This is an optimization exercise on Yosys and OpenROAD, whose aim is a short achievable clock period and few clock cycles, not a production implementation. At most, simulation tests tie the RTL to the original design; equivalence was not proved. For run 1, only the layout was checked, not whether the RTL still works. No activity file was given, so power comes from the tool's default toggle rates.

==> flow/design.v <==
module Top(
    input clk, rst,
    input forwardingEn,
    output [31:0] instAddr,
    input [31:0] instData,
    output wbValid,
    output [3:0] wbDest,
    output [31:0] wbData,
    input [15:0] SRAM_DQ_in,
    output [15:0] SRAM_DQ_out,
    output [17:0] SRAM_ADDR,
    output SRAM_UB_N,
    output SRAM_LB_N,
    output SRAM_WE_N,
    output SRAM_CE_N,
    output SRAM_OE_N
);
    localparam CW = 4;               
    localparam CN = 1 << CW;         
    localparam TW = 17 - CW;         
    assign {SRAM_UB_N, SRAM_LB_N, SRAM_CE_N, SRAM_OE_N} = 4'b0000;
    localparam R_ARI = 3'd0, R_AND = 3'd1, R_ORR = 3'd2, R_EOR = 3'd3,
               R_MOV = 3'd4, R_MVN = 3'd5;
    function condPass(input [3:0] c, input [3:0] f);
        reg n, z, cf, v;
        begin
            {n, z, cf, v} = f;
            case (c)
                4'b0000: condPass = z;
                4'b0001: condPass = ~z;
                4'b0010: condPass = cf;
                4'b0011: condPass = ~cf;
                4'b0100: condPass = n;
                4'b0101: condPass = ~n;
                4'b0110: condPass = v;
                4'b0111: condPass = ~v;
                4'b1000: condPass = cf & ~z;
                4'b1001: condPass = ~cf | z;
                4'b1010: condPass = (n == v);
                4'b1011: condPass = (n != v);
                4'b1100: condPass = ~z & (n == v);
                4'b1101: condPass = z & (n != v);
                4'b1110: condPass = 1'b1;
                default: condPass = 1'b0;
            endcase
        end
    endfunction
    function [32:0] ksCarry(input [32:0] g, input [32:0] p);
        integer l, j;
        reg [32:0] gg, pp, ng, np;
        begin
            gg = g; pp = p;
            for (l = 1; l < 33; l = l * 2) begin
                ng = gg; np = pp;
                for (j = l; j < 33; j = j + 1) begin
                    ng[j] = gg[j] | (pp[j] & gg[j-l]);
                    np[j] = pp[j] & pp[j-l];
                end
                gg = ng; pp = np;
            end
            ksCarry = gg;
        end
    endfunction
    reg [31:0] pc;
    reg [31:0] ir, pcD;
    reg vD, dBtb;        
    reg vE;
    reg [3:0] eCond, eDest;
    reg eS, eWb, eLoad, eStore, eBr, ePred;
    reg [2:0] eRes;
    reg eSub, eUseC, eArith;
    reg [31:0] eA, eR, eImm, eTgt, eP4;
    reg eBadTgt;
    reg [11:0] eBpc;
    reg eUseImm;
    reg [1:0] eShT;
    reg [4:0] eShA;
    reg eFwdMA, eFwdWA, eFwdMR, eFwdWR;
    reg mWbV, mLoad, mStore;
    reg [3:0] mDest;
    reg [31:0] mRes, mSD;
    reg wV;
    reg [3:0] wDest;
    reg [31:0] wData;
    reg [3:0] flags;
    reg [31:0] rf [0:14];
    reg [14:0] rfW;      
    assign instAddr = pc;
    assign wbValid = wV;
    assign wbDest = wDest;
    assign wbData = wData;
    wire memStall;
    wire idStall;
    localparam BW = 3;
    localparam BN = 1 << BW;
    localparam BT = 12 - BW;
    reg [BN-1:0] bV;
    reg [BT-1:0] bTag [0:BN-1];
    reg [31:0] bTgt [0:BN-1];
    wire [BW-1:0] fIdx = pc[BW+1:2];
    wire fHit = bV[fIdx] & (bTag[fIdx] == pc[13:BW+2]);
    wire [BW-1:0] eBIdx = eBpc[BW-1:0];
    wire bUpd = vE & eBr & ~memStall;
    always @(posedge clk or posedge rst) begin
        if (rst) bV <= {BN{1'b0}};
        else if (bUpd) begin
            if (ePass) bV[eBIdx] <= 1'b1;
            else if (bTag[eBIdx] == eBpc[11:BW]) bV[eBIdx] <= 1'b0;
        end
    end
    always @(posedge clk) begin
        if (bUpd && ePass) begin
            bTag[eBIdx] <= eBpc[11:BW];
            bTgt[eBIdx] <= eTgt;
        end
    end
    wire [3:0] dCond = ir[31:28];
    wire [1:0] dMode = ir[27:26];
    wire dI = ir[25];
    wire [3:0] dOpc = ir[24:21];
    wire dSb = ir[20];
    wire [3:0] dRn = ir[19:16];
    wire [3:0] dRd = ir[15:12];
    wire dIsDP = (dMode == 2'b00);
    wire dIsMem = (dMode == 2'b01);
    wire dIsBr = (dMode == 2'b10);
    wire dLoad = dIsMem & dSb;
    wire dStore = dIsMem & ~dSb;
    wire [3:0] dRs2 = dStore ? dRd : ir[3:0];
    reg [2:0] dRes;
    reg dSub, dUseC, dArith, dUsesA;
    always @(*) begin
        dRes = R_MOV; dSub = 1'b0; dUseC = 1'b0; dArith = 1'b0; dUsesA = 1'b1;
        if (dIsMem) begin
            dRes = R_ARI; dArith = 1'b1;
        end else begin
            case (dOpc)
                4'b0100: begin dRes = R_ARI; dArith = 1'b1; end                         
                4'b0101: begin dRes = R_ARI; dArith = 1'b1; dUseC = 1'b1; end           
                4'b0010, 4'b1010: begin dRes = R_ARI; dArith = 1'b1; dSub = 1'b1; end   
                4'b0110: begin dRes = R_ARI; dArith = 1'b1; dSub = 1'b1; dUseC = 1'b1; end  
                4'b0000, 4'b1000: dRes = R_AND;                                          
                4'b1100: dRes = R_ORR;
                4'b0001: dRes = R_EOR;
                4'b1111: begin dRes = R_MVN; dUsesA = 1'b0; end
                default: begin dRes = R_MOV; dUsesA = 1'b0; end                          
            endcase
        end
    end
    wire dWb = (dIsDP & ~(dOpc == 4'b1010 || dOpc == 4'b1000 || dOpc == 4'b0011)) | dLoad;
    wire dS = dIsDP & dSb;
    wire useA = vD & (dIsMem | (dIsDP & dUsesA));
    wire useR = vD & ((dIsDP & ~dI) | dStore);
    function [31:0] rfRead(input [3:0] r);
        rfRead = (r == 4'd15) ? 32'd0 : (rfW[r] ? rf[r] : {28'd0, r});
    endfunction
    wire [31:0] dA = (wV && wDest == dRn) ? wData : rfRead(dRn);
    wire [31:0] dR = (wV && wDest == dRs2) ? wData : rfRead(dRs2);
    wire [63:0] dRotD = {24'd0, ir[7:0], 24'd0, ir[7:0]} >> {ir[11:8], 1'b0};
    wire [31:0] dMemImm = {{20{ir[11]}}, ir[11:0]} - 32'd1024;
    wire [31:0] dImm = dIsMem ? dMemImm : dRotD[31:0];
    wire eWbCand = vE & eWb;
    wire dFwdMA = eWbCand & (eDest == dRn);
    wire dFwdMR = eWbCand & (eDest == dRs2);
    wire dFwdWA = mWbV & (mDest == dRn);
    wire dFwdWR = mWbV & (mDest == dRs2);
    wire hzE = vE & (eLoad | (~forwardingEn & eWb));
    wire hzM = ~forwardingEn & mWbV;
    assign idStall = (useA & ((hzE & eDest == dRn) | (hzM & mDest == dRn))) |
                     (useR & ((hzE & eDest == dRs2) | (hzM & mDest == dRs2)));
    wire flagsStable = ~(vE & eS);
    wire [31:0] dPcP4 = pcD + 32'd4;
    wire [31:0] dTarget = dPcP4 + {{6{ir[23]}}, ir[23:0], 2'b00};
    wire dPred = flagsStable ? condPass(dCond, flags)
                             : (dCond == 4'b1110 || ((ir[23] || dBtb) && dCond != 4'b1111));
    wire dTaken = vD & dIsBr & dPred;
    wire idRedirect = vD & (dTaken ? ~dBtb : dBtb);
    wire [31:0] idRedirPc = dTaken ? dTarget : dPcP4;
    wire dBadTgt = (pc != dTarget);
    wire [31:0] fa = (eFwdMA & mWbV) ? mRes : (eFwdWA & wV) ? wData : eA;
    wire [31:0] fr = (eFwdMR & mWbV) ? mRes : (eFwdWR & wV) ? wData : eR;
    reg [31:0] shv;
    wire [63:0] rorD = {fr, fr} >> eShA;
    always @(*) begin
        case (eShT)
            2'b00: shv = fr << eShA;
            2'b01: shv = fr >> eShA;
            2'b10: shv = $signed(fr) >>> eShA;
            default: shv = rorD[31:0];
        endcase
    end
    wire [31:0] b = eUseImm ? eImm : shv;
    wire [31:0] bx = eSub ? ~b : b;
    wire cin = eUseC ? flags[1] : eSub;
    wire [32:0] kc = ksCarry({fa & bx, cin}, {fa ^ bx, 1'b0});
    wire [31:0] px = fa ^ bx;
    wire [32:0] sum = {kc[32], px ^ kc[31:0]};
    wire zAri = &(~(px ^ {fa[30:0] | bx[30:0], cin}));
    reg [31:0] res;
    always @(*) begin
        case (eRes)
            R_ARI: res = sum[31:0];
            R_AND: res = fa & b;
            R_ORR: res = fa | b;
            R_EOR: res = fa ^ b;
            R_MVN: res = ~b;
            default: res = b;
        endcase
    end
    wire fN = res[31];
    wire fZ = (eRes == R_ARI) ? zAri : (res == 32'd0);
    wire fC = eArith & (sum[32] ^ eSub);
    wire fV = eArith & (fa[31] == bx[31]) & (res[31] != fa[31]);
    wire ePass = condPass(eCond, flags);
    wire eExec = vE & ePass;
    wire exRedirect = vE & eBr & ((ePass ^ ePred) | (ePass & eBadTgt)) & ~memStall;
    wire [31:0] exRedirPc = ePass ? eTgt : eP4;
    wire exLoadGo = eExec & eLoad & ~memStall;    
    reg [31:0] cData [0:CN-1];
    reg [TW-1:0] cTag [0:CN-1];
    reg [CN-1:0] cValid;
    wire [16:0] mWord = mRes[18:2];
    wire [CW-1:0] mIdx = mWord[CW-1:0];
    wire [TW-1:0] mTag = mWord[16:CW];
    wire hit = cValid[mIdx] & (cTag[mIdx] == mTag);
    localparam SBN = 4;
    reg [16:0] sbAddr [0:SBN-1];
    reg [31:0] sbData [0:SBN-1];
    reg [1:0] sbHead, sbTail;
    reg [2:0] sbCount;
    reg wrHalf;
    wire sbFull = (sbCount == SBN);
    reg [SBN-1:0] sbValid;
    reg conflict;
    integer k;
    always @(*) begin
        conflict = 1'b0;
        for (k = 0; k < SBN; k = k + 1)
            if (sbValid[k] && sbAddr[k] == mWord)
                conflict = 1'b1;
    end
    reg [1:0] ldStep;
    reg specLo;           
    reg [15:0] loLatch;
    wire ldMiss0 = mLoad & (ldStep == 2'd0) & ~hit;
    assign memStall = (ldMiss0) | (mLoad & (ldStep == 2'd1 || ldStep == 2'd2)) |
                      (mStore & sbFull);
    wire ldDone = mLoad & ((ldStep == 2'd0 & hit) | ldStep == 2'd3);
    wire [31:0] ldData = (ldStep == 2'd3) ? {SRAM_DQ_in, loLatch} : cData[mIdx];
    wire ldIssue0 = ldMiss0 & ~conflict;            
    wire ldPortReq = ldIssue0 | (ldStep == 2'd1);
    wire ldPortHi = (ldIssue0 & specLo) | (ldStep == 2'd1);
    wire sbPush = mStore & ~sbFull;
    wire sbPop = ~ldPortReq & ~exLoadGo & (sbCount != 0) & wrHalf;
    reg [17:0] sAddr;
    reg [15:0] sDq;
    reg sWeN;
    assign SRAM_ADDR = sAddr;
    assign SRAM_DQ_out = sDq;
    assign SRAM_WE_N = sWeN;
    always @(posedge clk or posedge rst) begin
        if (rst) begin
            sWeN <= 1'b1;
            wrHalf <= 1'b0;
            ldStep <= 2'd0;
            specLo <= 1'b0;
            sbHead <= 2'd0;
            sbTail <= 2'd0;
            sbCount <= 3'd0;
            sbValid <= {SBN{1'b0}};
        end else begin
            specLo <= 1'b0;
            sWeN <= 1'b1;
            if (ldPortReq) begin
            end else if (exLoadGo) begin
                specLo <= 1'b1;
            end else if (sbCount != 0) begin
                sWeN <= 1'b0;
                wrHalf <= ~wrHalf;
            end
            if (mLoad) begin
                case (ldStep)
                    2'd0: if (ldIssue0) ldStep <= specLo ? 2'd2 : 2'd1;
                    2'd1: ldStep <= 2'd2;
                    2'd2: ldStep <= 2'd3;
                    default: ldStep <= 2'd0;
                endcase
            end
            if (sbPop) begin
                sbHead <= sbHead + 2'd1;
                sbValid[sbHead] <= 1'b0;
            end
            if (sbPush) begin
                sbTail <= sbTail + 2'd1;
                sbValid[sbTail] <= 1'b1;
            end
            sbCount <= sbCount + {2'd0, sbPush} - {2'd0, sbPop};
        end
    end
    always @(posedge clk) begin
        if (ldPortReq) begin
            sAddr <= {mWord, ldPortHi};
        end else if (exLoadGo) begin
            sAddr <= {res[18:2], 1'b0};
        end else if (sbCount != 0) begin
            sAddr <= {sbAddr[sbHead], wrHalf};
            sDq <= wrHalf ? sbData[sbHead][31:16] : sbData[sbHead][15:0];
        end
        if (mLoad && ldStep == 2'd2) loLatch <= SRAM_DQ_in;
        if (sbPush) begin
            sbAddr[sbTail] <= mWord;
            sbData[sbTail] <= mSD;
        end
        if (sbPush) begin
            cData[mIdx] <= mSD;
            cTag[mIdx] <= mTag;
        end else if (mLoad && ldStep == 2'd3) begin
            cData[mIdx] <= ldData;
            cTag[mIdx] <= mTag;
        end
    end
    always @(posedge clk or posedge rst) begin
        if (rst) cValid <= {CN{1'b0}};
        else if (sbPush || (mLoad && ldStep == 2'd3)) cValid[mIdx] <= 1'b1;
    end
    always @(posedge clk or posedge rst) begin
        if (rst) begin
            pc <= 32'd0;
            vD <= 1'b0;
            vE <= 1'b0;
            mWbV <= 1'b0;
            mLoad <= 1'b0;
            mStore <= 1'b0;
            wV <= 1'b0;
            flags <= 4'd0;
        end else begin
            if (exRedirect) begin
                pc <= exRedirPc;
                vD <= 1'b0;
            end else if (!(memStall || idStall)) begin
                if (idRedirect) begin
                    pc <= idRedirPc;
                    vD <= 1'b0;
                end else begin
                    pc <= fHit ? bTgt[fIdx] : pc + 32'd4;
                    vD <= 1'b1;
                end
            end
            if (!memStall) vE <= vD & ~idStall & ~exRedirect;
            if (!memStall) begin
                mWbV <= eExec & eWb;
                mLoad <= eExec & eLoad;
                mStore <= eExec & eStore;
            end
            if (eExec && eS && !memStall) flags <= {fN, fZ, fC, fV};
            wV <= mWbV & ~memStall;
        end
    end
    always @(posedge clk) begin
        if (!(memStall || idStall) && !exRedirect) begin
            ir <= instData;
            pcD <= pc;
            dBtb <= fHit;
        end
        if (!memStall) begin
            eCond <= dCond;
            eDest <= dRd;
            eS <= dS;
            eWb <= dWb;
            eLoad <= dLoad;
            eStore <= dStore;
            eBr <= dIsBr;
            ePred <= dPred;
            eRes <= dRes;
            eSub <= dSub;
            eUseC <= dUseC;
            eArith <= dArith;
            eA <= dA;
            eR <= dR;
            eImm <= dImm;
            eUseImm <= dI | dIsMem;
            eShT <= ir[6:5];
            eShA <= ir[11:7];
            eFwdMA <= dFwdMA;
            eFwdWA <= dFwdWA;
            eFwdMR <= dFwdMR;
            eFwdWR <= dFwdWR;
            eTgt <= dTarget;
            eP4 <= dPcP4;
            eBadTgt <= dBadTgt & dBtb;
            eBpc <= pcD[13:2];
        end else begin
            eA <= fa;
            eR <= fr;
            eFwdMA <= 1'b0;
            eFwdWA <= 1'b0;
            eFwdMR <= 1'b0;
            eFwdWR <= 1'b0;
        end
        if (!memStall) begin
            mDest <= eDest;
            mRes <= res;
            mSD <= fr;
        end
        wDest <= mDest;
        wData <= mLoad ? ldData : mRes;
    end
    always @(posedge clk) begin
        if (wV && wDest != 4'd15) rf[wDest] <= wData;
    end
    always @(posedge clk or posedge rst) begin
        if (rst) rfW <= 15'd0;
        else if (wV && wDest != 4'd15) rfW[wDest] <= 1'b1;
    end
endmodule
==> flow/flow/run.sh <==
#!/bin/bash
# The standard layout (the standard.sh: standard synthesis, ORFS floorplan to
# finish), with ORFS's timing repair aimed below the clock period. The SDC and
# the clock period are unchanged; only repair_timing's setup margin is raised.
set -euo pipefail
bash standard.sh SETUP_SLACK_MARGIN=9 TNS_END_PERCENT=100 finish > standard_flow.log 2>&1
==> flow/standard.sh <==
#!/bin/bash
# synth_recipe.tcl (not shown) runs the flow's synth.tcl, then flattens the netlist and writes it again
# the make line also repeats each setting of config.mk as NAME=value (left out here)
make -C /OpenROAD-flow-scripts/flow DESIGN_CONFIG=/design/flow/config.mk WORK_HOME=/design/flow/orfs CLKGATE_MAP_FILE= SYNTH_SCRIPT=/design/flow/synth_recipe.tcl "${@:-finish}"
==> flow/config.mk <==
export PLATFORM = sky130hd
export DESIGN_NAME = Top
export DESIGN_NICKNAME = Top
export VERILOG_FILES = /design/flow/design.v
export SDC_FILE = /design/flow/constraint.sdc
export NUM_CORES = 4
export LEC_CHECK = 0
export CAP_MARGIN = 20
export CORE_MARGIN = 2
export CORE_UTILIZATION = 40
export SLEW_MARGIN = 20
==> flow/constraint.sdc <==
create_clock -name core_clock -period 13.0 [get_ports {clk}]
set_input_delay 2.6000 -clock core_clock [delete_from_list [all_inputs] [get_ports {clk}]]
set_output_delay 2.6000 -clock core_clock [all_outputs]
set_load 0.01 [all_outputs]
==> summary.md, run 1 <==
| Metric | Value |
|---|---|
| CTS tree | `yes` |
| Max clock buf depth | `4` |
| CTS Root Cell | `clkbuf_16` |
| Mean routed wirelength per cell | `around 34 um` |
| Clk Latency, worst-skew pair | `about 0.98 ns` |
| Worst-Margin Slew | `roughly 1.3 ns` |
| Max frequency | `152.4 MHz` |
| Clock transition at path regs | `about 0.070 ns` |
| Starting Density | `40.09%` |
| Max Cap Viol | `0` |
| Max-slew headroom | `approximately 9.6%` |
| RSZ-0062 raised after global routing | `yes` |
| CP Launch Type | `flip-flop` |
| Setup TNS | `0 ns` |
| Vias/cell | `approximately 6.3` |
| Peak supply drop | `approximately 0.00018 V` |
| Ratio of cells with drive above 1 in the final layout | `approximately a third` |
| Placeable Area | `roughly 270000 um^2` |
| Final Instance Area | `139400 um^2` |
| First-pass DRT Iterations | `7` |
| First-pass GRT wire length | `582600 um` |
| Period utilization | `~50%` |
| Max-slew violations | `0` |
| Synth Register Bits | `about 2300` |
| Final setup viols | `0` |
| Post-layout net count | `between 8000 and 9000` |
| Worst EP arrival | `approximately 7.4 ns` |
| Syn Inst Count | `between 7000 and 8000` |
| Top cells by area, synth | `edfxtp_1 (56%), mux4_2 (13%), mux2i_1 (2.5%)` |
| Routed vias | `between 70000 and 80000` |
| Total Routing Usage GR | `29.42%` |
| Seq/Total Area, Yosys | `about three fifths` |
| Reg area | `66400 um^2` |
| Area delta synth->final | `27.46%` |
| Worst Path Required | `between 10 and 15 ns` |
| FILL cells | `around 22000` |
| Cell Rows | `approximately 190` |
| Total CTS buffers | `roughly 240` |
| Antenna Nets Post-Route | `0` |
| Initial antenna violation count | `between 40 and 50` |
| Die H | `527.0 um` |
| Minimum clock period | `roughly 6.6 ns` |
| Asr flop ratio synth | `4.290%` |
| Clock Sinks | `2261` |
| Top FF cell, synth | `edfxtp_1` |
| Util after Layout | `roughly 51%` |
| Total power | `about 0.043 W` |
| Largest net degree at the start of global routing | `107` |
| Total die area | `277700 um^2` |
| Final Hold Fails | `0` |
| Total Wirelength | `~420000 um` |
| Yosys cell types | `a little over 100` |
| # IOs | `159` |
| Detail Placement HPWL | `roughly 240000 um` |
| Mapped Avg Cell Area | `14.33 um^2` |
| Crit. End Element | `flip-flop` |
| Cell Area, Placed | `between 100000 and 150000 um^2` |
| Hold crit path type | `reg -> reg` |
| Vias in the first global route | `roughly 75000` |
| LEAKAGE | `49.41 nW` |
| Grt total ovfl | `0` |
| Outcome | `timing/DRC/antenna clean` |
| Crit Path Class | `reg -> reg` |
| Final Skew | `~0.15 ns` |
| Gpl congestion | `approximately 1.0` |
| First-iteration detailed-routing DRC count | `roughly 11000` |
| PortBufs | `approximately 150` |
| Die Wd | `between 500 and 600 um` |
| PwrDens | `between 300 and 400 nW/um^2` |
| CP max FO | `8` |
| Hold buffer count at cts | `0` |
| Post-synth EDFFs | `between 2000 and 2500` |
| Share of the synthesized area in the top cell type | `approximately 56%` |
| H-tree depth | `4` |
| Cell type with the largest total area after synthesis | `edfxtp_1` |
| Mapped Area | `109400 um^2` |
| YS warnings | `1` |
| Multi-input gate area | `between 40000 and 50000 um^2` |
| Residual DRC | `0` |
==> placed cells by master (no fill, tap or decap), types with 37 or more instances in the layout <==
cell,Yosys,routed
clkbuf_1,385,52
clkdlybuf4s50_1,0,49
ha_1,201,159
o21ai_0,243,176
dfxtp_1,122,76
nor2_4,0,46
nand3_1,193,180
clkinv_1,4,39
buf_4,8,544
nand4_1,51,51
nor2_1,377,316
xnor2_1,211,184
o21ai_1,2,43
mux4_2,608,608
a31oi_1,74,59
buf_6,9,162
buf_16,0,119
a21o_1,54,52
dfrtp_1,96,60
nand2_1,714,668
inv_1,189,167
clkinv_2,0,44
buf_12,0,164
buf_8,0,37
mux2i_1,272,238
a21oi_2,0,53
clkbuf_16,0,255
a21oi_1,381,319
xor2_1,141,124
nor3_1,57,43
edfxtp_1,2042,2042
mux2_2,95,81
dfxtp_4,0,40
nor2b_1,59,58
a211oi_1,123,95
==> routing by layer <==
| metal | routed length (um) | vias up | GRT usage, % |
|---|---|---|---|
| met2 | 187900 | 4690 | 44.22 |
| met5 | 322 | - | 0 |
| met4 | 21470 | 32 | 12.49 |
| li1 | - | 31690 | - |
| met1 | 165400 | 40690 | 39.89 |
| met3 | 47830 | 1021 | 8.384 |
==> final timing paths <==
path | start | to | slack (ns) | cells past startpoint
max | wV | flags[2] | 6.44 | 25
min | mDest[0] | wDest[0] | 0.45 | 0
max reg2reg | wV | flags[2] | 6.44 | 25
min reg2reg | mDest[0] | wDest[0] | 0.45 | 0
max in group asynchronous | rst | pc[3] | 9.50 | 3
min in group asynchronous | rst | pc[9] | 2.26 | 2
==> where the power goes <==
part	internal [W]	switching, W
clock	0.00403	0.00298
combinational	0.0103	0.0144
sequential	0.0101	0.00135
==> state kept, by name (all words and copies together), names as in the netlist, 16 cells and up, named ones only <==
name and cells:
eA 32, eR 32, eP4 30, cValid 16
mRes 32, rf 480, ir 32, bTgt 256
pc 32, sbData 128, eImm 32, loLatch 16
pcD 32, mSD 32, cTag 208, bTag 72
eTgt 32, sAddr 18, wData 32, sDq 16
sbAddr 68, cData 512
==> logic make-up (layout without fill, tap and decap cells) <==
family | after synthesis | count (layout) | synth area share, %
AO/OA/AOI/OAI | 1385 | 1385 | 8.501
buffers and inverters | 744 | 1824 | 2.693
adder cells (fa/ha/maj) | 204 | 204 | 2.354
AND/OR/NAND/NOR | 1709 | 1710 | 7.120
other | 1 | 19 | 0.003428
flip-flops | 2261 | 2261 | 60.50
multiplexers | 977 | 979 | 16.01
XOR/XNOR | 352 | 352 | 2.818
==> cell usage after synthesis (all sizes together) (46+ instances only) <==
master  instances
a211oi        124
a21o           54
a21oi         381
a31oi          74
and3           56
buf           148
clkbuf        386
dfrtp          96
dfxtp         122
edfxtp       2042
ha            201
inv           206
mux2           96
mux2i         273
mux4          608
nand2         714
nand3         193
nand4          51
nor2          378
nor2b          59
nor3           58
o21ai         247
o311ai         46
xnor2         211
xor2          141
==> per-stage QoR <==
step,std cells,hold WS (ns),setup slack (ns)
after floorplan,7636,0.4088,7.402
after global placement,11070,0.4319,5.072
after detailed placement,11070,0.4292,4.893
after CTS,12170,0.4430,6.584
after global routing,12310,0.4591,6.398
final,12320,0.4458,6.439
==> final cells by class <==
| cell class | instances | share of cell area (%) |
|---|---|---|
| Clock buffer | 308 | 4.637 |
| Timing Repair Buffer | 1157 | 10.85 |
| Sequential cell | 2261 | 47.62 |
| Multi-Input combinational cell | 4634 | 31.83 |
| Antenna cell | 15 | 0.02692 |
| Inverter | 210 | 0.6156 |
| Clock inverter | 138 | 1.062 |
| Tap cell | 3589 | 3.220 |
| Timing Repair inverter | 11 | 0.1391 |
==> critical path: stages, from the launching register on <==
cell and delay, ns:
dfrtp_2 0.49, buf_12 0.19, buf_16 0.14, and3_4 0.17
o31ai_4 0.28, inv_4 0.10, mux4_2 0.51, mux2i_4 0.23
mux2i_1 0.14, or3_1 0.40, a32o_2 0.33, xor2_2 0.17
ha_1 0.33, a21o_1 0.19, or3_4 0.33, a211o_1 0.33
o211a_4 0.27, o21ai_4 0.23, a211o_1 0.25, a21oi_2 0.08
or3_1 0.37, a31oi_2 0.23, a21oi_2 0.09, nor4_4 0.33
nand4_1 0.15, nand2_1 0.08
==> timing repair <==
action	in CTS	in global routing
resized for setup	1533	262
buffers inserted	514	120
cloned	142	18
endpoints found under the setup margin	947	973
pin swaps	167	134
==> run 2: changes to the inputs <==
--- a/flow/design.v
+++ b/flow/design.v
@@ -15,7 +15,7 @@
     output SRAM_CE_N,
     output SRAM_OE_N
 );
-    localparam CW = 4;               
+    localparam CW = 6;               
     localparam CN = 1 << CW;         
     localparam TW = 17 - CW;         
     assign {SRAM_UB_N, SRAM_LB_N, SRAM_CE_N, SRAM_OE_N} = 4'b0000;
@@ -45,33 +45,15 @@
             endcase
         end
     endfunction
-    function [32:0] ksCarry(input [32:0] g, input [32:0] p);
-        integer l, j;
-        reg [32:0] gg, pp, ng, np;
-        begin
-            gg = g; pp = p;
-            for (l = 1; l < 33; l = l * 2) begin
-                ng = gg; np = pp;
-                for (j = l; j < 33; j = j + 1) begin
-                    ng[j] = gg[j] | (pp[j] & gg[j-l]);
-                    np[j] = pp[j] & pp[j-l];
-                end
-                gg = ng; pp = np;
-            end
-            ksCarry = gg;
-        end
-    endfunction
     reg [31:0] pc;
     reg [31:0] ir, pcD;
-    reg vD, dBtb;        
+    reg vD;
     reg vE;
     reg [3:0] eCond, eDest;
     reg eS, eWb, eLoad, eStore, eBr, ePred;
     reg [2:0] eRes;
     reg eSub, eUseC, eArith;
-    reg [31:0] eA, eR, eImm, eTgt, eP4;
-    reg eBadTgt;
-    reg [11:0] eBpc;
+    reg [31:0] eA, eR, eImm, eAltPc;
     reg eUseImm;
     reg [1:0] eShT;
     reg [4:0] eShA;
@@ -84,36 +66,12 @@
     reg [31:0] wData;
     reg [3:0] flags;
     reg [31:0] rf [0:14];
-    reg [14:0] rfW;      
     assign instAddr = pc;
     assign wbValid = wV;
     assign wbDest = wDest;
     assign wbData = wData;
     wire memStall;
     wire idStall;
-    localparam BW = 3;
-    localparam BN = 1 << BW;
-    localparam BT = 12 - BW;
-    reg [BN-1:0] bV;
-    reg [BT-1:0] bTag [0:BN-1];
-    reg [31:0] bTgt [0:BN-1];
-    wire [BW-1:0] fIdx = pc[BW+1:2];
-    wire fHit = bV[fIdx] & (bTag[fIdx] == pc[13:BW+2]);
-    wire [BW-1:0] eBIdx = eBpc[BW-1:0];
-    wire bUpd = vE & eBr & ~memStall;
-    always @(posedge clk or posedge rst) begin
-        if (rst) bV <= {BN{1'b0}};
-        else if (bUpd) begin
-            if (ePass) bV[eBIdx] <= 1'b1;
-            else if (bTag[eBIdx] == eBpc[11:BW]) bV[eBIdx] <= 1'b0;
-        end
-    end
-    always @(posedge clk) begin
-        if (bUpd && ePass) begin
-            bTag[eBIdx] <= eBpc[11:BW];
-            bTgt[eBIdx] <= eTgt;
-        end
-    end
     wire [3:0] dCond = ir[31:28];
     wire [1:0] dMode = ir[27:26];
     wire dI = ir[25];
@@ -152,7 +110,7 @@
     wire useA = vD & (dIsMem | (dIsDP & dUsesA));
     wire useR = vD & ((dIsDP & ~dI) | dStore);
     function [31:0] rfRead(input [3:0] r);
-        rfRead = (r == 4'd15) ? 32'd0 : (rfW[r] ? rf[r] : {28'd0, r});
+        rfRead = (r == 4'd15) ? 32'd0 : rf[r];
     endfunction
     wire [31:0] dA = (wV && wDest == dRn) ? wData : rfRead(dRn);
     wire [31:0] dR = (wV && wDest == dRs2) ? wData : rfRead(dRs2);
@@ -172,11 +130,8 @@
     wire [31:0] dPcP4 = pcD + 32'd4;
     wire [31:0] dTarget = dPcP4 + {{6{ir[23]}}, ir[23:0], 2'b00};
     wire dPred = flagsStable ? condPass(dCond, flags)
-                             : (dCond == 4'b1110 || ((ir[23] || dBtb) && dCond != 4'b1111));
+                             : (dCond == 4'b1110 || (ir[23] && dCond != 4'b1111));
     wire dTaken = vD & dIsBr & dPred;
-    wire idRedirect = vD & (dTaken ? ~dBtb : dBtb);
-    wire [31:0] idRedirPc = dTaken ? dTarget : dPcP4;
-    wire dBadTgt = (pc != dTarget);
     wire [31:0] fa = (eFwdMA & mWbV) ? mRes : (eFwdWA & wV) ? wData : eA;
     wire [31:0] fr = (eFwdMR & mWbV) ? mRes : (eFwdWR & wV) ? wData : eR;
     reg [31:0] shv;
@@ -192,10 +147,7 @@
     wire [31:0] b = eUseImm ? eImm : shv;
     wire [31:0] bx = eSub ? ~b : b;
     wire cin = eUseC ? flags[1] : eSub;
-    wire [32:0] kc = ksCarry({fa & bx, cin}, {fa ^ bx, 1'b0});
-    wire [31:0] px = fa ^ bx;
-    wire [32:0] sum = {kc[32], px ^ kc[31:0]};
-    wire zAri = &(~(px ^ {fa[30:0] | bx[30:0], cin}));
+    wire [32:0] sum = {1'b0, fa} + {1'b0, bx} + {32'd0, cin};
     reg [31:0] res;
     always @(*) begin
         case (eRes)
@@ -208,13 +160,12 @@
         endcase
     end
     wire fN = res[31];
-    wire fZ = (eRes == R_ARI) ? zAri : (res == 32'd0);
+    wire fZ = (res == 32'd0);
     wire fC = eArith & (sum[32] ^ eSub);
     wire fV = eArith & (fa[31] == bx[31]) & (res[31] != fa[31]);
     wire ePass = condPass(eCond, flags);
     wire eExec = vE & ePass;
-    wire exRedirect = vE & eBr & ((ePass ^ ePred) | (ePass & eBadTgt)) & ~memStall;
-    wire [31:0] exRedirPc = ePass ? eTgt : eP4;
+    wire exRedirect = vE & eBr & (ePass ^ ePred) & ~memStall;
     wire exLoadGo = eExec & eLoad & ~memStall;    
     reg [31:0] cData [0:CN-1];
     reg [TW-1:0] cTag [0:CN-1];
@@ -272,9 +223,13 @@
             specLo <= 1'b0;
             sWeN <= 1'b1;
             if (ldPortReq) begin
+                sAddr <= {mWord, ldPortHi};
             end else if (exLoadGo) begin
+                sAddr <= {res[18:2], 1'b0};
                 specLo <= 1'b1;
             end else if (sbCount != 0) begin
+                sAddr <= {sbAddr[sbHead], wrHalf};
+                sDq <= wrHalf ? sbData[sbHead][31:16] : sbData[sbHead][15:0];
                 sWeN <= 1'b0;
                 wrHalf <= ~wrHalf;
             end
@@ -298,14 +253,6 @@
         end
     end
     always @(posedge clk) begin
-        if (ldPortReq) begin
-            sAddr <= {mWord, ldPortHi};
-        end else if (exLoadGo) begin
-            sAddr <= {res[18:2], 1'b0};
-        end else if (sbCount != 0) begin
-            sAddr <= {sbAddr[sbHead], wrHalf};
-            sDq <= wrHalf ? sbData[sbHead][31:16] : sbData[sbHead][15:0];
-        end
         if (mLoad && ldStep == 2'd2) loLatch <= SRAM_DQ_in;
         if (sbPush) begin
             sbAddr[sbTail] <= mWord;
@@ -335,14 +282,14 @@
             flags <= 4'd0;
         end else begin
             if (exRedirect) begin
-                pc <= exRedirPc;
+                pc <= eAltPc;
                 vD <= 1'b0;
             end else if (!(memStall || idStall)) begin
-                if (idRedirect) begin
-                    pc <= idRedirPc;
+                if (dTaken) begin
+                    pc <= dTarget;
                     vD <= 1'b0;
                 end else begin
-                    pc <= fHit ? bTgt[fIdx] : pc + 32'd4;
+                    pc <= pc + 32'd4;
                     vD <= 1'b1;
                 end
             end
@@ -360,7 +307,6 @@
         if (!(memStall || idStall) && !exRedirect) begin
             ir <= instData;
             pcD <= pc;
-            dBtb <= fHit;
         end
         if (!memStall) begin
             eCond <= dCond;
@@ -385,10 +331,7 @@
             eFwdWA <= dFwdWA;
             eFwdMR <= dFwdMR;
             eFwdWR <= dFwdWR;
-            eTgt <= dTarget;
-            eP4 <= dPcP4;
-            eBadTgt <= dBadTgt & dBtb;
-            eBpc <= pcD[13:2];
+            eAltPc <= dPred ? dPcP4 : dTarget;
         end else begin
             eA <= fa;
             eR <= fr;
@@ -405,11 +348,13 @@
         wDest <= mDest;
         wData <= mLoad ? ldData : mRes;
     end
-    always @(posedge clk) begin
-        if (wV && wDest != 4'd15) rf[wDest] <= wData;
-    end
+    integer i;
     always @(posedge clk or posedge rst) begin
-        if (rst) rfW <= 15'd0;
-        else if (wV && wDest != 4'd15) rfW[wDest] <= 1'b1;
+        if (rst) begin
+            for (i = 0; i < 15; i = i + 1)
+                rf[i] <= i;
+        end else if (wV && wDest != 4'd15) begin
+            rf[wDest] <= wData;
+        end
     end
 endmodule
==> flow/run.sh (new file) <==
#!/bin/bash
# synth_recipe.tcl (not shown) runs the flow's synth.tcl, then flattens the netlist and writes it again
# the make line also repeats each setting of config.mk as NAME=value (left out here)
make -C /OpenROAD-flow-scripts/flow DESIGN_CONFIG=/design/flow/config.mk WORK_HOME=/design/flow/orfs CLKGATE_MAP_FILE= SYNTH_SCRIPT=/design/flow/synth_recipe.tcl finish
--- a/flow/config.mk
+++ b/flow/config.mk
@@ -5,7 +5,9 @@
 export SDC_FILE = /design/flow/constraint.sdc
 export NUM_CORES = 4
 export LEC_CHECK = 0
+export ABC_CLOCK_PERIOD_IN_PS = 3000
 export CAP_MARGIN = 20
 export CORE_MARGIN = 2
-export CORE_UTILIZATION = 40
+export CORE_UTILIZATION = 30
+export SETUP_SLACK_MARGIN = 5
 export SLEW_MARGIN = 20
removed: flow/flow/run.sh
removed: flow/standard.sh
==> run 2 against run 1 <==
Net effect: sequential power rose by about 60%; setup slack got worse by 1.2 ns; total power rose by 16%.
==> summary.md, run 2 <==
| Metric | Value |
|---|---|
| RSZ-0062 raised after global routing | `no` |
| Worst Path Required | `13.92 ns (+0.10 ns)` |
| Top cells by area, synth | `edfxtp_1 (56%), mux4_2 (12%), dfrtp_1 (8.3%)` |
| Synth top cells by count | `edfxtp_1 (3222), mux4_2 (916), mux2_2 (591)` |
| Mapped Avg Cell Area | `16.49 um^2 (+15%)` |
| Total CTS buffers | `386 (+58%)` |
| Reg area | `114200 um^2 (+72%)` |
| Placeable Area | `572500 um^2 (+110%)` |
| Total Wirelength | `612800 um (+45%)` |
| Max frequency | `128.7 MHz (-16%)` |
| Final setup viols | `0 (unchanged)` |
| Starting Density | `30.09% (-10 points)` |
| Final Hold Fails | `0 (unchanged)` |
| Post-Layout Cell Count | `18540 (+50%)` |
| Vias/cell | `5.772 (-9.0%)` |
| Detail Placement HPWL | `368100 um (+53%)` |
| Reg2Reg Setup Slack | `5.23 ns (-1.21 ns)` |
| Crit Path Class | `reg -> reg` |
| Seq/Total Area, Yosys | `66.28% (+5.8 points)` |
| Pre-CTS setup slack | `4.375 ns (-0.5173 ns)` |
| # IOs | `159 (unchanged)` |
| Largest register FFs | `2048 (+300%)` |
| CTS tree | `yes` |
| Clock Sinks | `3941 (+74%)` |
| Final worst setup slack | `5.231 ns (-1.207 ns)` |
| CP Launch Type | `flip-flop` |
| Routed vias | `107000 (+37%)` |
| Synth Register Bits | `3941 (+74%)` |
| Outcome | `timing/DRC/antenna clean` |
| PortBufs | `154 (unchanged)` |
| Post-synth EDFFs | `3222 (+58%)` |
| Multi-input gate area | `55450 um^2 (+25%)` |
| PwrDens | `255.0 nW/um^2 (-18%)` |
| Largest registers | `cData: 2048 flops, cTag: 704 flops, rf: 480 flops` |
| Cell type with the largest total area after synthesis | `edfxtp_1` |
| Area delta synth->final | `14.28%` |
| Post-layout net count | `10850 (+24%)` |
| Grt total ovfl | `0 (unchanged)` |
| Asr flop ratio synth | `15.28% (+11 points)` |
| Crit. End Element | `flip-flop` |
| Peak supply drop | `0.0002672 V (+47%)` |
| Antenna Nets Post-Route | `0 (unchanged)` |
| LEAKAGE | `66.36 nW (+34%)` |
| Commonest non-fill, non-tap cells in the layout | `edfxtp_1 (3222), mux4_2 (916), dfrtp_1 (569), mux2_2 (566), nand2_1 (466)` |
| Die Wd | `761.8 um (+45%)` |
| Gpl congestion | `0.9895 (-1.9%)` |
| Slowest CP cell | `mux4_2` |
| First-pass DRT Iterations | `9 (+2)` |
| Max clock buf depth | `4 (unchanged)` |
| Placed cells | `17800 (+61%)` |
| Initial antenna violation count | `43 (+4.9%)` |
| Die H | `761.8 um (+45%)` |
| Cell Area, Placed | `184100 um^2 (+58%)` |
| Clk Latency, worst-skew pair | `1.04 ns (+0.06 ns)` |
| Critical Path Max Stage Delay | `0.63 ns (+0.12 ns)` |
| YS warnings | `2 (+1)` |
| Mean routed wirelength per cell | `33.05 um (-3.7%)` |
| H-tree depth | `5 (+1)` |
| Largest net degree at the start of global routing | `155 (+45%)` |
| First-iteration detailed-routing DRC count | `15870 (+43%)` |
| Final Skew | `0.06898 ns (-0.08333 ns)` |
| Max-slew headroom | `14.50% (+4.9 points)` |
| Share of the synthesized area in the top cell type | `56.16% (+0.11 points)` |
| Most flops, register | `cData` |
| Clock transition at path regs | `0.07 ns (about the same)` |
| Hold crit path type | `reg -> reg` |
| Hold buffer count at cts | `0 (unchanged)` |
| Max-slew violations | `0 (unchanged)` |
| Setup TNS | `0 ns (unchanged)` |
| Worst-Margin Slew | `1.271 ns (-0.04700 ns)` |
| CTS Root Cell | `clkbuf_16` |
| Cell Rows | `278 (+45%)` |
| Mapped Area | `172300 um^2 (+57%)` |
| Total die area | `580300 um^2 (+110%)` |
| Final Instance Area | `196900 um^2 (+41%)` |
| First-pass GRT wire length | `842100 um (+45%)` |
| CP max FO | `44 (+36)` |
| Yosys cell types | `105 (+2.9%)` |
| Total Routing Usage GR | `20.34% (-9.1 points)` |
| Commonest non-fill, non-tap cell in the layout | `edfxtp_1` |
| Worst EP arrival | `8.69 ns (+1.31 ns)` |
| Count leader, synth | `edfxtp_1` |
| Top FF cell, synth | `edfxtp_1` |
| Residual DRC | `0 (unchanged)` |
| FILL cells | `54130 (+140%)` |
| Vias in the first global route | `102500 (+36%)` |
| Syn Inst Count | `10450 (+37%)` |
| Period utilization | `59.76% (+9.3 points)` |
| Ratio of cells with drive above 1 in the final layout | `24.48% (-8.8 points)` |
| Max Cap Viol | `0 (unchanged)` |
| Minimum clock period | `7.769 ns (+1.207 ns)` |
run 2: cell count changes after synthesis, moves of 59 or more:
cell / change
a22oi_1: +337
buf_2: +79
nor2_1: +112
mux2_2: +496
nand2_1: -245
clkbuf_1: +69
mux4_2: +308
o21ai_0: -64
nand4_1: +59
o221ai_1: +70
dfrtp_1: +477
a211oi_1: -88
edfxtp_1: +1180
run 2: where the power goes:
group,total (W),internal (W),switching (W)
combinational,0.0210,0.00750,0.0135
clock,0.0111,0.00606,0.00502
sequential,0.0182,0.0165,0.00166
total,0.0502,0.0300,0.0202
run 2: worst paths after layout:
path / start / end / cells past startpoint
max: mWbV / flags[2] / 26
min: pcD[0] / eAltPc[0] / 0
max reg2reg: mWbV / flags[2] / 26
min reg2reg: pcD[0] / eAltPc[0] / 0
max in group asynchronous: rst / rf[13][17] / 4
min in group asynchronous: rst / mLoad / 2
run 2: area by class of cell:
type                       instances  share of cell area (%)
antenna                           19                 0.02415
clock buffer                     516                   5.294
clock inverter                   192                  0.9304
inverter                         161                  0.3165
multi-input combinational       5614                   28.16
sequential                      3941                   58.02
tap                             7560                   4.804
timing repair buffer             538                   2.451
run 2: per-stage QoR:
stage / total power, W / hold WS (ns) / utilization, %
after floorplan: 0.03023 / 0.4088 / -
after global placement: 0.03878 / 0.4294 / 32.12
after detailed placement: 0.03883 / 0.4347 / 32.16
after CTS: 0.04988 / 0.4488 / 34.31
after global routing: 0.05189 / 0.4555 / 34.38
final: 0.05020 / 0.4473 / 34.39
run 2: per-layer routing:
metal  up-vias  GRT usage [%]  part of all wire, %
li1      42420              -                    -
met1     56670          27.98                   40
met2      6501          31.11                   45
met3      1389          4.643                   11
met4        36          8.248                  4.8
met5         -        0.06553                0.039
run 2: critical path, delay by kind of cell, from the launching register on:
kind,cells,cell delay [ns]
DFF,1,0.34
buffers and inverters,3,0.85
adders and majority gates,2,0.93
AOI/OAI and AO/OA,10,2.67
xor gates and xnor gates,2,0.26
and+or+nand+nor,6,1.35
muxes,3,1.25
run 2: cells by family (layout without fill, tap and decap cells):
| group | after synthesis | after routing | synth area share [%] |
|---|---|---|---|
| other cells | 1 | 23 | 0.002177 |
| flops | 3941 | 3941 | 66.28 |
| mux | 1757 | 1757 | 17.30 |
| compound gates | 1778 | 1778 | 7.255 |
| fa+ha+maj | 161 | 161 | 1.187 |
| simple gates | 1646 | 1648 | 4.487 |
| xor+xnor | 266 | 266 | 1.352 |
| buf+inv | 895 | 1407 | 2.136 |
run 2: timing repair:
item | CTS | global route
gates resized for setup | 7 | 19
endpoints found under the hold margin | 0 | 0
pin swaps | 1 | 2
setup endpoints to repair | 85 | 18
setup buffers | 2 | 8
gates cloned | 2 | 1
Testbench counts of run 2, summed over its fixed seeds: cycles 20,440.

what the ideal ports hide:
No port has a modelled driver above. Below, the same layouts with a new extraction and two added sets of constraints. Step 1 assumes that a clkbuf_16 drives the clock port and a buf_2 every other input. Step 2 moves the port delays by t, midway between the first and last clock arrival at a register: inputs arrive t later, outputs are due t later. That takes back most of the time a late clock gives input paths. Three values: ideal, step 1, step 2; two values: the first two.
run | shift t [ns] | setup WS [ns] | hold slack, ns
run 1 | 1.002 | 6.439 / 6.439 / 6.439 | 0.446 / 0.446 / 0.446
run 2 | 1.114 | 5.231 / 5.231 / 5.231 | 0.447 / 0.447 / 0.447
After both steps setup and hold are still met in every run listed.
